Background: an optimization exercise with open tools, aiming at small area, a short achievable clock period and few clock cycles. Do not read the settings as production practice.
In this exercise RTL edits were held to simulation tests only and were not proved equivalent to the original.
Power figures rest on the tool's default switching activity, not on a simulated workload.

[design/flow/design.v]
module multiply (
    input clk,
    input reset,
    input start,
    input wire[127:0]  in_set_one,
    input wire[127:0]  in_set_two,
    output reg[31:0] result,
    output reg done
);
localparam[2:0]
    FSM_PRE = 3'd0,
    FSM_MUL = 3'd1,
    FSM_ADDR_1 = 3'd2,
    FSM_ADDR_2 = 3'd3,
    FSM_ADDR_3 = 3'd4,
    FSM_DONE = 3'd5;
reg [2:0] fsm_cs, fsm_ns; 
reg [15:0] res_mul[0:3];
always @ (posedge clk) begin
      if(!reset) fsm_cs <= FSM_PRE;
      else         fsm_cs <= fsm_ns; 
   end
always @ (*) begin
      fsm_ns = fsm_cs;
      done = 1'b0;          
      case(fsm_cs)
         FSM_PRE:begin
            if(start) begin
               fsm_ns = FSM_MUL;
            end
         end
         FSM_MUL:begin
               fsm_ns = FSM_ADDR_1;
	 end
         FSM_ADDR_1:begin
               fsm_ns = FSM_ADDR_2;
         end
         FSM_ADDR_2:begin
               fsm_ns = FSM_DONE;
         end
         FSM_DONE:begin		
		done = 1'd1;
                fsm_ns = FSM_DONE;         
         end
         default:begin
                fsm_ns = fsm_cs;
         end
   endcase
end
always @ (posedge clk) begin
      case(fsm_cs)
         FSM_PRE:begin
            if(start) begin
               result <= 32'b0;    
            end
         end
         FSM_MUL:begin
               res_mul[0] <= in_set_one[15:0] * in_set_two[15:0];
               res_mul[1] <= in_set_one[47:32] * in_set_two[47:32];
               res_mul[2] <= in_set_one[79:64] * in_set_two[79:64];
               res_mul[3] <= in_set_one[111:96] * in_set_two[111:96];
	 end
         FSM_ADDR_1:begin
               res_mul[0] <= res_mul[0]+ res_mul[1];
               res_mul[2] <= res_mul[2]+ res_mul[3];
         end
         FSM_ADDR_2:begin
               result <= {16'd0, res_mul[0]+ res_mul[2]};
         end
         default:begin
         end
   endcase
end
endmodule
module matrix_io (
    input clk,
    input reset,
    output reg[511:0] out_matrix,
    output reg done,
    input start,
    input[1023:0] in_matrix
);
reg t_start;
reg[511:0] matrixA;
reg[511:0] matrixB;
wire[511:0] result;
always @ (*) begin
    matrixA[511:0] <= in_matrix[511:0];
    matrixB[31:0] = in_matrix[543:512];
    matrixB[63:32] = in_matrix[671:640];
    matrixB[95:64] = in_matrix[799:768];
    matrixB[127:96] = in_matrix[927:896];
    matrixB[159:128] = in_matrix[575:544];
    matrixB[191:160] = in_matrix[703:672];
    matrixB[223:192] = in_matrix[831:800];
    matrixB[255:224] = in_matrix[959:928];
    matrixB[287:256] = in_matrix[607:576];
    matrixB[319:288] = in_matrix[735:704];
    matrixB[351:320] = in_matrix[863:832];
    matrixB[383:352] = in_matrix[991:960];
    matrixB[415:384] = in_matrix[639:608];
    matrixB[447:416] = in_matrix[767:736];
    matrixB[479:448] = in_matrix[895:864];
    matrixB[511:480] = in_matrix[1023:992];
end
always @ (*) begin
   out_matrix <= result;
end
localparam[2:0]
    FSM_PRE = 2'd0,
    FSM_CAL = 2'd1,
    FSM_WAIT = 2'd2,
    FSM_DONE = 2'd3;
reg [2:0] fsm_cs, fsm_ns; 
wire t_done[0:24];
multiply i_multiply_0(.clk(clk), .reset(reset), .start(t_start), .in_set_one(matrixA[127:0]), .in_set_two(matrixB[127:0]), .result(result[31:0]), .done(t_done[0]));
multiply i_multiply_1(.clk(clk), .reset(reset), .start(t_start), .in_set_one(matrixA[127:0]), .in_set_two(matrixB[255:128]), .result(result[63:32]), .done(t_done[1]));
multiply i_multiply_2(.clk(clk), .reset(reset), .start(t_start), .in_set_one(matrixA[127:0]), .in_set_two(matrixB[383:256]), .result(result[95:64]), .done(t_done[2]));
multiply i_multiply_3(.clk(clk), .reset(reset), .start(t_start), .in_set_one(matrixA[127:0]), .in_set_two(matrixB[511:384]), .result(result[127:96]), .done(t_done[3]));
multiply i_multiply_4(.clk(clk), .reset(reset), .start(t_start), .in_set_one(matrixA[255:128]), .in_set_two(matrixB[127:0]), .result(result[159:128]), .done(t_done[4]));
multiply i_multiply_5(.clk(clk), .reset(reset), .start(t_start), .in_set_one(matrixA[255:128]), .in_set_two(matrixB[255:128]), .result(result[191:160]), .done(t_done[5]));
multiply i_multiply_6(.clk(clk), .reset(reset), .start(t_start), .in_set_one(matrixA[255:128]), .in_set_two(matrixB[383:256]), .result(result[223:192]), .done(t_done[6]));
multiply i_multiply_7(.clk(clk), .reset(reset), .start(t_start), .in_set_one(matrixA[255:128]), .in_set_two(matrixB[511:384]), .result(result[255:224]), .done(t_done[7]));
multiply i_multiply_8(.clk(clk), .reset(reset), .start(t_start), .in_set_one(matrixA[383:256]), .in_set_two(matrixB[127:0]), .result(result[287:256]), .done(t_done[8]));
multiply i_multiply_9(.clk(clk), .reset(reset), .start(t_start), .in_set_one(matrixA[383:256]), .in_set_two(matrixB[255:128]), .result(result[319:288]), .done(t_done[9]));
multiply i_multiply_10(.clk(clk), .reset(reset), .start(t_start), .in_set_one(matrixA[383:256]), .in_set_two(matrixB[383:256]), .result(result[351:320]), .done(t_done[10]));
multiply i_multiply_11(.clk(clk), .reset(reset), .start(t_start), .in_set_one(matrixA[383:256]), .in_set_two(matrixB[511:384]), .result(result[383:352]), .done(t_done[11]));
multiply i_multiply_12(.clk(clk), .reset(reset), .start(t_start), .in_set_one(matrixA[511:384]), .in_set_two(matrixB[127:0]), .result(result[415:384]), .done(t_done[12]));
multiply i_multiply_13(.clk(clk), .reset(reset), .start(t_start), .in_set_one(matrixA[511:384]), .in_set_two(matrixB[255:128]), .result(result[447:416]), .done(t_done[13]));
multiply i_multiply_14(.clk(clk), .reset(reset), .start(t_start), .in_set_one(matrixA[511:384]), .in_set_two(matrixB[383:256]), .result(result[479:448]), .done(t_done[14]));
multiply i_multiply_15(.clk(clk), .reset(reset), .start(t_start), .in_set_one(matrixA[511:384]), .in_set_two(matrixB[511:384]), .result(result[511:480]), .done(t_done[15]));
always @ (posedge clk) begin
      if(!reset) fsm_cs <= FSM_PRE;
      else         fsm_cs <= fsm_ns; 
   end
always @ (*) begin
      fsm_ns = fsm_cs;
      done = 1'b0;          
      t_start = 1'b0;
      case(fsm_cs)
         FSM_PRE:begin
            if(start) begin
               fsm_ns = FSM_CAL;
            end
         end
         FSM_CAL:begin
            t_start = 1'b1;
            fsm_ns = FSM_WAIT;
	 end         
         FSM_WAIT:begin
	     if(t_done[0]) begin
                fsm_ns = FSM_DONE;
	     end
         end
         FSM_DONE:begin                
		done = 1'd1;
                fsm_ns = FSM_DONE;         
         end         
   endcase
end
endmodule   
module afu_user #(ADDR_LMT = 20, MDATA = 14, CACHE_WIDTH = 512) 
(
   input                   clk,                
   input                   reset_n,                  
   output [ADDR_LMT-1:0]   rd_req_addr,           
   output [MDATA-1:0] 	   rd_req_mdata,            
   output reg              rd_req_en,             
   input                   rd_req_almostfull,           
   input                   rd_rsp_valid,       
   input [MDATA-1:0] 	   rd_rsp_mdata,            
   input [CACHE_WIDTH-1:0] rd_rsp_data,           
   output [ADDR_LMT-1:0]    wr_req_addr,           
   output [MDATA-1:0] 	    wr_req_mdata,            
   output [CACHE_WIDTH-1:0] wr_req_data,    
   output reg               wr_req_en,             
   input                    wr_req_almostfull,           
   input                    wr_rsp0_valid,       
   input [MDATA-1:0] 	    wr_rsp0_mdata,            
   input                    wr_rsp1_valid,       
   input [MDATA-1:0] 	    wr_rsp1_mdata,            
   input                    start,                
   output reg               done          
);
   reg addr_cnt_inc;
   reg addr_cnt_clr;
   assign rd_req_mdata = 0;            
   assign wr_req_mdata = 0;            
   reg [31:0] addr_cnt;
   always @ (posedge clk) begin
      if(!reset_n) 
	addr_cnt <= 0;
      else 
        if(addr_cnt_inc) 
          addr_cnt <= addr_cnt + 1;
	else if(addr_cnt_clr)
	  addr_cnt <= 'd0;
   end
   assign rd_req_addr = addr_cnt;           
   assign wr_req_addr = addr_cnt;           
   wire [31:0] num_clines;
   assign num_clines = 32'd2;
   reg [1023:0] two_matrix;
   wire [511:0] w_cacheline_cells;
   wire [511:0] out_result;
   wire w_done;
   reg 	t_start;
   wire [511:0] w_results;
   genvar i;
   generate
        begin: extract_from_cacheline
 	   assign w_cacheline_cells = rd_rsp_data;         
	end
   endgenerate
   assign wr_req_data = out_result; 
   always@(posedge clk)
     begin
	if(rd_rsp_valid)
	  begin
	     case(addr_cnt)               
	       'd0:
		 begin  
                    two_matrix[511:0] <= w_cacheline_cells;   
		 end
	       'd1:
		 begin                    
		    two_matrix[1023:512] <= w_cacheline_cells;   
		 end	
	     endcase  
	  end  
     end  
 matrix_io  solver  
     (		   
  		.clk         (clk),
                .reset       (reset_n),
             	.out_matrix  (out_result),
    		.done        (w_done),
   		.start       (t_start),
  		.in_matrix   (two_matrix)
     );
   localparam [2:0]
     FSM_IDLE   = 3'd0,
     FSM_RD_REQ = 3'd1,
     FSM_RD_RSP = 3'd2,
     FSM_WR_REQ = 3'd3,
     FSM_RUN_SUDOKU = 3'd4,
     FSM_WAIT_SUDOKU = 3'd5,
     FSM_WR_RSP = 3'd6,
     FSM_DONE   = 3'd7;
   reg [2:0] fsm_cs, fsm_ns; 
   reg [31:0] r_cnt,n_cnt;
   always @ (posedge clk) begin
      if(!reset_n) fsm_cs <= FSM_IDLE;
      else         fsm_cs <= fsm_ns; 
   end
   always@(posedge clk)
     r_cnt <= (!reset_n) ? 'd0 : n_cnt;
   always @ * begin
      fsm_ns = fsm_cs;
      addr_cnt_inc = 1'b0;
      addr_cnt_clr = 1'b0;
      rd_req_en = 1'b0;             
      wr_req_en = 1'b0;             
      done = 1'b0;          
      t_start = 1'b0;
      n_cnt = r_cnt;
      case(fsm_cs)
         FSM_IDLE: begin
            if(start) begin
               fsm_ns = FSM_RD_REQ;
            end
         end
         FSM_RD_REQ: begin
            if(addr_cnt >= num_clines) 
	      begin
		 fsm_ns = FSM_RUN_SUDOKU;
              end 
            else begin
               if(!rd_req_almostfull) begin           
                  rd_req_en = 1'b1;             
                  fsm_ns = FSM_RD_RSP;
               end
            end
         end
         FSM_RD_RSP: 
	   begin
              if(rd_rsp_valid) 
		begin
		     addr_cnt_inc = 1'b1;
		     fsm_ns = FSM_RD_REQ;
		  end
	   end
	FSM_RUN_SUDOKU:
	  begin
	     t_start = 1'b1;
	     fsm_ns = FSM_WAIT_SUDOKU;
	     n_cnt = 'd0;
	  end
	FSM_WAIT_SUDOKU:
	  begin
             addr_cnt_clr = 1'b1;
	     if(w_done)
	       begin
		  fsm_ns = FSM_WR_REQ;
	       end
	     else
	       begin
		  n_cnt = r_cnt + 'd1;
	       end
	  end
        FSM_WR_REQ: 
	  begin
	     if(addr_cnt >= 1)
	       begin
		  fsm_ns = FSM_DONE;
	       end
             else if(!wr_req_almostfull) 
	      begin
		 wr_req_en = 1'b1;     
		 fsm_ns = FSM_WR_RSP; 
              end
          end
	FSM_WR_RSP:
	  begin
	     if(wr_rsp0_valid | wr_rsp1_valid)
	       begin
		  fsm_ns = FSM_WR_REQ;
		  addr_cnt_inc = 1'b1;  
	       end
	  end
        FSM_DONE: 
	  begin
             done   = 1'b1;      
             fsm_ns = FSM_DONE;  
          end
      endcase
   end
endmodule
[design/flow/run.sh]
#!/bin/bash
# synth_recipe.tcl (not shown) runs the flow's synth.tcl, then flattens the netlist and writes it again
# the make line also repeats each setting of config.mk as NAME=value (left out here)
make -C /OpenROAD-flow-scripts/flow DESIGN_CONFIG=/design/flow/config.mk WORK_HOME=/design/flow/orfs CLKGATE_MAP_FILE= SYNTH_SCRIPT=/design/flow/synth_recipe.tcl finish
[design/flow/config.mk]
export PLATFORM = sky130hd
export DESIGN_NAME = afu_user
export DESIGN_NICKNAME = afu_user
export VERILOG_FILES = /design/flow/design.v
export SDC_FILE = /design/flow/constraint.sdc
export NUM_CORES = 8
export LEC_CHECK = 0
export CAP_MARGIN = 40
export CORE_MARGIN = 2
export CORE_UTILIZATION = 40
export SLEW_MARGIN = 40
[design/flow/constraint.sdc]
create_clock -name core_clock -period 12.0 [get_ports {clk}]
set_input_delay 2.4000 -clock core_clock [delete_from_list [all_inputs] [get_ports {clk}]]
set_output_delay 2.4000 -clock core_clock [all_outputs]
set_load 0.01 [all_outputs]
==> impl_metrics.ini <==
[outcome]
status = no timing/DRC/antenna violations

[global_routing]
antenna_found_initial = 219
grt_pass1_wl_um = 1860000
grt_overflow = 0
grt_max_degree = 104
grt_use_total = 0.284
grt_pass1_vias = 279000

[yosys]
synth_top_family_by_area = adder cells
yosysSeqAreaShare = 0.158
synth-edff-count = 1792
ys_warn_count = 4
yosys-top-cells-area = fa_1, edfxtp_1, ha_1
yosysTopAreaCellShare = 0.294
synth_compound_area_frac = 0.0582
ys_types = 73
synthSimpleGateAreaFrac = 0.169
synth-main-ff-cell = edfxtp_1
synthAdderAreaFrac = 0.432
avgSynthCellArea_um2 = 9.00
synth_top_cell_by_area = fa_1
async_flop_share = 0
synthXorXnorAreaFrac = 0.0749
synth-seq-cells = 1877
syn-cell-area_mm2 = 0.351
synthMuxAreaShare = 0.00172
synth_cells = 39100

[clocking]
postCtsHoldBufs = 0
clockRootBuffer = clkbuf_16
cts_tree = done
h-tree-depth = 4
cts.sinks = 1877
cts_buffers = 245
clkLatencyLatePin_ps = 1100
clk_path_buf_depth = 4
cts_resized = 0
clkSlewWorstSetupHoldPaths_ps = 70
cts_setup_buffers = 0

[power_and_ir_drop]
vdd_drop_max_mv = 0.372
leakagePower_nw = 178
swShare = 0.495
power_per_cell_area_mw_per_mm2 = 183
seqPwrFrac = 0.140
p_int_w = 0.0349
netSwitchingPower_w = 0.0343
pwr-share-clk = 0.120
combPwrFrac = 0.740

[hold_path]
hold_class = reg -> reg

[timing]
holdWs_ps = 505
fin_skew_ps = 158
totalNegativeSetupSlack_ps = 0
relSlewSlack = 0.348
max_freq_mhz = 141
hold_viol = 0
tightestPinTransition_ps = 977
finalSetupViolCount = 0
drv_slew = 0
finalCritPeriodShare = 0.592
rsz0062_at_grt = false
finalCriticalPeriod_ps = 7100

[route]
wl_per_cell_um = 25.2
ant_nets = 0
dr.pass1.iters = 6
vias = 272000
routed_wl_um = 1270000
drc = 0
vias_per_cell = 5.37
drtIter0Drc = 25300

[setup_path]
crit_fanout = 34
crit_path_start_kind = register
crit_required_ps = 12870
cp.arrival_ps = 7980
critPathCaptureType = register
path_class = reg -> reg

[run]
cap_violations = 0

[placed_design]
dp_hpwl_um = 967000
gp_congestion = 0.956
placedCellCount = 50000
placed_area_mm2 = 0.370
port-buffer-count = 562

[finish]
instances_no_fill = 50600
layout.nets = 48300
utilization = 0.432
drive_above_1_share = 0.0344
fin_area_mm2 = 0.379
n_fill_cell = 85300
area.growth.synth_to_final_pct = 7.83

[die]
die_x_um = 941
rows = 344
die-area_mm2 = 0.886
core_mm2 = 0.877
ios = 1145
die_h_um = 941
initial_core_util = 0.401
-- cell type report --
cell class	count	area [µm²]	area share
multi-input combinational	27800	260000	0.686
sequential	1877	55500	0.146
inverter	7408	27800	0.0734
tap	11600	14500	0.0383
timing repair buffer	1308	12100	0.0318
clock buffer	276	6310	0.0166
clock inverter	184	2420	0.00638
antenna	114	285	0.000753
-- synth_stat cells (14+ instances only) --
cell type / number
xor2_1: 745
buf_1: 53
nand2_1: 5395
o21bai_1: 152
a211oi_1: 227
o31a_1: 18
o41ai_1: 21
o211a_1: 15
nor3_1: 469
buf_2: 21
o21ba_2: 18
or2_2: 50
a211o_1: 34
nor4_1: 44
nand4_1: 14
inv_1: 7407
o21a_1: 214
a2111oi_0: 14
o211ai_1: 211
a21oi_1: 830
a21boi_0: 55
mux2i_1: 51
xnor2_1: 2245
nand2b_1: 101
o41a_1: 24
o21ai_0: 761
buf_4: 325
edfxtp_1: 1792
clkbuf_1: 1835
o31ai_1: 112
or3_1: 163
a41oi_1: 55
a31oi_1: 125
ha_1: 3860
o22ai_1: 61
fa_1: 5168
a21o_1: 234
a311oi_1: 22
nor2b_1: 246
and3_1: 155
and2_1: 4133
nand3b_1: 21
dfxtp_1: 85
nand3_1: 279
nor2_1: 1143
-- cell families after synthesis --
| logic type | Yosys count |
|---|---|
| AO/OA/AOI/OAI | 3223 |
| adder cells (fa/ha/maj) | 9028 |
| flip-flops | 1877 |
| multiplexers | 59 |
| XOR/XNOR | 2996 |
| buffers and inverters | 9644 |
| AND/OR/NAND/NOR | 12200 |
| other | 1 |
-- routing by layer --
layer  global-route usage  vias up  routed length, µm
met5              0.00229        -                735
met4                0.186       56             103000
met3               0.0707     2652             136000
met2                0.428    13000             540000
met1                0.364   137000             494000
li1                     -   119000                  -
-- through the flow --
step | setup slack [ps] | total power (W)
final | 4900 | 0.0692
after global routing | 4710 | 0.0751
after CTS | 4920 | 0.0692
after detailed placement | 4970 | 0.0604
after global placement | 4770 | 0.0596
after floorplan | 3070 | 0.0447
-- critical path, cell delays in order (launching register included) --
cell and delay (ps):
edfxtp_1 810, buf_4 690, nand2_1 190, fa_1 530
fa_1 510, inv_1 60, fa_1 500, fa_1 500
inv_1 50, fa_1 480, fa_1 430, xnor2_1 230
xnor2_1 120, xnor2_1 210, xnor2_1 170, xnor3_1 470
xnor2_1 510, a21oi_1 130, a211o_1 250
-- layout by cell type, fill, tap and decap left out, types with 50 or more instances in the layout --
master	n
edfxtp_1	1792
a21o_1	234
a211oi_1	224
o21a_1	214
conb_1	284
a21oi_1	824
nor2b_1	246
o31ai_1	112
o211ai_1	211
a41oi_1	55
xor2_1	740
xnor2_1	2227
fa_1	5168
mux2i_1	51
nand3_1	278
nand2_1	5392
o21ai_0	751
nand2b_1	100
dfxtp_1	85
nor2_1	1121
diode_2	114
a21boi_0	55
and2_1	4130
and3_1	152
o22ai_1	61
inv_1	7407
o21bai_1	152
or3_1	163
buf_4	637
a31oi_1	125
clkbuf_16	245
clkdlybuf4s50_1	544
or2_2	50
buf_6	55
ha_1	3860
nor3_1	466
-- power by group through the flow --
stage	sequential (W)	clock, W	combinational (W)
global route	0.00970	0.00861	0.0568
global placement	0.00986	0	0.0497
CTS	0.00970	0.00841	0.0511
finish	0.00970	0.00827	0.0512
detailed placement	0.00984	0	0.0506
floorplan	0.00972	0	0.0350
-- path summary, 6_finish.rpt --
kind,startpoint,to,slack [ps],cells past startpoint
worst min-delay path,addr_cnt[31],addr_cnt[31],510,1
worst max register to register,solver.i_multiply_12.in_set_one[7],solver.i_multiply_15.res_mul[0][15],4900,18
worst max-delay path,solver.i_multiply_12.in_set_one[7],solver.i_multiply_15.res_mul[0][15],4900,18
worst min register to register,addr_cnt[31],addr_cnt[31],510,1
Testbench counts, summed over its fixed seeds: cycles 3,082.

[port drivers added, routing unchanged]
How much do the figures lean on ideal ports? The routed layout below was timed once more, with nothing changed but the port constraints. Step 1: set_driving_cell puts a clkbuf_16 on clk and a buf_2 on each other input, an assumption about the parent block. Step 2, shift: input delay + t, output delay - t, t = (earliest + latest rising clock arrival at the registers) / 2. This alone moves slack from input paths to output paths. Slacks: ideal ports / drivers / drivers and shift; pairs: ideal ports / drivers.
shift t [ns]: 1.194
setup WS [ns]: 4.897 / 4.897 / 4.897
cell pins on the clock port's net: 1
After both steps setup and hold are still met in this run. For this run, drivers alone change the setup slack by 0.000 ns; drivers and shift together by 0.000 ns.
